Background: an optimization exercise with open tools, aiming at small area. Do not read the settings as production practice.
Only simulation tests tie the RTL to the original design; equivalence was not proved.
Power and IR drop assume default switching activity.

Design gpio, start of the top module:
module gpio (
  input  logic        clk_i,
  input  logic        rst_ni,
  input  logic [31:0] gpio_in,
  output logic [31:0] gpio_out,
  output logic [31:0] gpio_tx_en_o,
  output logic [31:0] gpio_in_sync_o,
  output logic        global_interrupt_o,
  output logic [31:0] pin_level_interrupts_o,
  input  logic        reg_valid_i,
  input  logic        reg_write_i,
  input  logic [10:0] reg_addr_i,
  input  logic [31:0] reg_wdata_i,
  input  logic [3:0]  reg_wstrb_i,
  output logic [31:0] reg_rdata_o,
  output logic        reg_error_o,
  output logic        reg_ready_o
);
For scale: roughly 1800 cells after synthesis, about 480 flip-flops, roughly 250 I/O pins, about 0.020 mm² of cells after synthesis.
export LEC_CHECK = 0
export CAP_MARGIN = 20
export CORE_MARGIN = 2
export CORE_UTILIZATION = 50
export GPL_TIMING_DRIVEN = 0
export SLEW_MARGIN = 20
create_clock -name core_clock -period 10.0 [get_ports {clk_i}]
standard.sh (not shown) runs the stock make flow with config.mk's settings and CLKGATE_MAP_FILE= SYNTH_SCRIPT=/design/flow/synth_recipe.tcl, a recipe that flattens the netlist after the stock synthesis.
==> flow/flow/run.sh <==
#!/bin/bash
# Own layout flow: the standard flow (standard.sh) with three changes:
#  - ABC maps the logic with an area-oriented script (flow/area.abc) instead
#    of ORFS's delay-oriented one; everything else in synthesis is unchanged,
#    so the registers are the standard synthesis's;
#  - ports are buffered with buf_1 instead of the default buffer cell;
#  - clock tree: clkbuf_8 clusters, no dummy loads.
# Each tool's output goes to its own log in this folder (and ORFS's logs under
# orfs/logs/).
set -euo pipefail
W=$(pwd)
F=$W/flow

orig_synth=$(grep -o 'SYNTH_SCRIPT=[^ ]*' standard.sh | head -1 | cut -d= -f2-)
cat > "$W/area_synth.tcl" <<TCL
proc abc {args} {
  set i [lsearch -exact \$args -script]
  if {\$i >= 0} { lset args [expr {\$i + 1}] $F/area.abc }
  yosys abc {*}\$args
}
source $orig_synth
TCL
sed "s#SYNTH_SCRIPT=[^ ]*#SYNTH_SCRIPT=$W/area_synth.tcl#" standard.sh > "$W/area_standard.sh"

export BUFFER_PORTS_ARGS="-buffer_cell sky130_fd_sc_hd__buf_1"
export CTS_ARGS="-sink_clustering_enable -repair_clock_nets -dont_use_dummy_load -buf_list {sky130_fd_sc_hd__clkbuf_8} -sink_clustering_size 12 -sink_clustering_max_diameter 80"

bash "$W/area_standard.sh" > "$W/make_flow.log" 2>&1
==> flow/flow/area.abc <==
strash
dc2
&get -n
&dch -f
&nf -R 1000
&put
buffer -c
topo
stime -c
upsize -c
dnsize -c
The first run finished clean.
==> next run, changes <==
--- a/flow/flow/run.sh
+++ b/flow/flow/run.sh
@@ -26 +26 @@
-export CTS_ARGS="-sink_clustering_enable -repair_clock_nets -dont_use_dummy_load -buf_list {sky130_fd_sc_hd__clkbuf_8} -sink_clustering_size 12 -sink_clustering_max_diameter 80"
+export CTS_ARGS="-sink_clustering_enable -repair_clock_nets -dont_use_dummy_load -buf_list {sky130_fd_sc_hd__clkbuf_8} -sink_clustering_size 16 -sink_clustering_max_diameter 60"
Effect:
- worst hold slack hardly moves
- sequential cell count is unchanged
- count of clock-buffer cells in the layout goes down by 6
- sequential power is about the same


Setup of trial 77:
Starting RTL as in the previous note.
Settings: LEC_CHECK=0, CAP_MARGIN=20, CORE_MARGIN=2, CORE_UTILIZATION=62, GPL_TIMING_DRIVEN=0, SLEW_MARGIN=20; clock period 10.0 ns.
==> flow/flow/run.sh <==
#!/bin/bash
# Own layout flow: the standard flow (standard.sh) with three changes:
#  - ABC maps the logic with an area-oriented script (flow/area.abc) instead
#    of ORFS's delay-oriented one; everything else in synthesis is unchanged,
#    so the registers are the standard synthesis's;
#  - ports are buffered with buf_1 instead of the default buffer cell;
#  - clock tree: clkbuf_8 clusters, no dummy loads.
# Each tool's output goes to its own log in this folder (and ORFS's logs under
# orfs/logs/).
set -euo pipefail
W=$(pwd)
F=$W/flow

orig_synth=$(grep -o 'SYNTH_SCRIPT=[^ ]*' standard.sh | head -1 | cut -d= -f2-)
cat > "$W/area_synth.tcl" <<TCL
proc abc {args} {
  set i [lsearch -exact \$args -script]
  if {\$i >= 0} { lset args [expr {\$i + 1}] $F/area.abc }
  yosys abc {*}\$args
}
source $orig_synth
TCL
sed "s#SYNTH_SCRIPT=[^ ]*#SYNTH_SCRIPT=$W/area_synth.tcl#" standard.sh > "$W/area_standard.sh"

export BUFFER_PORTS_ARGS="-buffer_cell sky130_fd_sc_hd__buf_1"
export CTS_ARGS="-sink_clustering_enable -repair_clock_nets -dont_use_dummy_load -buf_list {sky130_fd_sc_hd__clkbuf_8} -sink_clustering_size 12 -sink_clustering_max_diameter 80"

bash "$W/area_standard.sh" > "$W/make_flow.log" 2>&1
==> flow/flow/area.abc <==
strash
dc2
&get -n
&dch -f
&nf -R 1000
&put
buffer -c -S 300 -N 16
topo
stime -c
upsize -c
dnsize -c
Trial 77 did not stop at any stage, and its layout met the timing, design-rule and antenna checks.
The inputs of build 29 differ from those of trial 77 as listed below.
==> flow/flow/area.abc <==
strash
dc2
&get -n
&dch -f
&nf -R 1000
&put
buffer -c
topo
stime -c
upsize -c
dnsize -c
Results
- The met3 track demand over resource in global routing was comparable across trial 77 and build 29.
- Compared with trial 77, build 29 shows a area after synthesis that is 120 um2 higher.
- Per the comparison of build 29 with trial 77, worst hold margin level, utilization after layout shows no meaningful change, final antenna diode count now larger, cell area moved up.
- Between trial 77 and build 29, initial cell density of the core is lower for trial 77, build 29 comes in above that.
- When build 29 is measured against trial 77, its layout overhead on the synthesized area turns out 0.24 points lower.


gpio, a different RTL version from the one above (not shown whole).
Size: roughly 1700 cells after synthesis, ~480 flip-flops, ~250 I/O pins, ~20000 um2 of cells after synthesis.
clock: 10.0 ns
lec_check: 0
cap_margin: 20
core_margin: 2
core_utilization: 62
gpl_timing_driven: 0
slew_margin: 20
==> flow/flow/run.sh <==
#!/bin/bash
# Own layout flow: the standard flow (standard.sh) with these changes:
#  - ABC maps the logic with an area-oriented script (flow/area.abc) instead
#    of ORFS's delay-oriented one; everything else in synthesis is unchanged,
#    so the registers are the standard synthesis's;
#  - ports are buffered with buf_1 instead of the default buffer cell;
#  - clock tree: clkbuf_8 clusters, no dummy loads.
# Each tool's output goes to its own log in this folder (and ORFS's logs under
# orfs/logs/).
set -euo pipefail
W=$(pwd)
F=$W/flow

orig_synth=$(grep -o 'SYNTH_SCRIPT=[^ ]*' standard.sh | head -1 | cut -d= -f2-)
cat > "$W/area_synth.tcl" <<TCL
proc abc {args} {
  set i [lsearch -exact \$args -script]
  if {\$i >= 0} { lset args [expr {\$i + 1}] $F/area.abc }
  yosys abc {*}\$args
}
source $orig_synth
TCL
sed "s#SYNTH_SCRIPT=[^ ]*#SYNTH_SCRIPT=$W/area_synth.tcl#" standard.sh > "$W/area_standard.sh"

export BUFFER_PORTS_ARGS="-buffer_cell sky130_fd_sc_hd__buf_1"
export CTS_ARGS="-sink_clustering_enable -repair_clock_nets -dont_use_dummy_load -buf_list {sky130_fd_sc_hd__clkbuf_8} -sink_clustering_size 14 -sink_clustering_max_diameter 60"

bash "$W/area_standard.sh" > "$W/make_flow.log" 2>&1
==> flow/flow/area.abc <==
strash
dc2
&get -n
&dch -f
&nf -R 1000
&put
buffer -c -S 300 -N 16
topo
stime -c
dnsize -c
The first run ran to the end with no violations.
Rerun with:
--- a/flow/flow/area.abc
+++ b/flow/flow/area.abc
@@ -9,2 +9,3 @@
 stime -c
+upsize -c
 dnsize -c
Outcome: The changed run passed the timing, design-rule and antenna checks; sequential cell count is unchanged; count of clock-buffer cells in the layout does not change; worst setup slack is better by 0.50 ns; worst hold slack is better by 0.015 ns; routed wire length increases by 1.5%.

==> what the ideal ports hide <==
The flow's constraints put no driver on any port. The routed layouts listed below were extracted and timed again, unchanged, in two steps. Step 1, drivers: a clkbuf_16 drives clk_i and a buf_2 each remaining input, both assumed. Step 2 also shifts input and output timing later by t, the mid clock arrival at the registers, as if the neighbouring blocks saw the same clock. Slacks: no drivers / after step 1 / after step 2; pairs: no drivers / after step 1.
run	t (ns)	setup WS [ns]	worst setup path after step 2
the first run of note 1	0.684	2.261 / 2.218 / 2.218	input to output
the second run of note 1	0.692	2.288 / 2.252 / 2.252	input to output
trial 77	0.657	2.296 / 2.276 / 2.276	input to output
build 29	0.666	2.230 / 2.210 / 2.210	input to output
the first run of note 3	0.631	2.191 / 2.169 / 2.169	input to output
the second run of note 3	0.629	2.690 / 2.669 / 2.669	input to output
After both steps setup and hold are still met in every run listed. For the first run of note 1, which loses most, drivers alone change the setup slack by -0.043 ns; drivers and shift together by -0.043 ns.
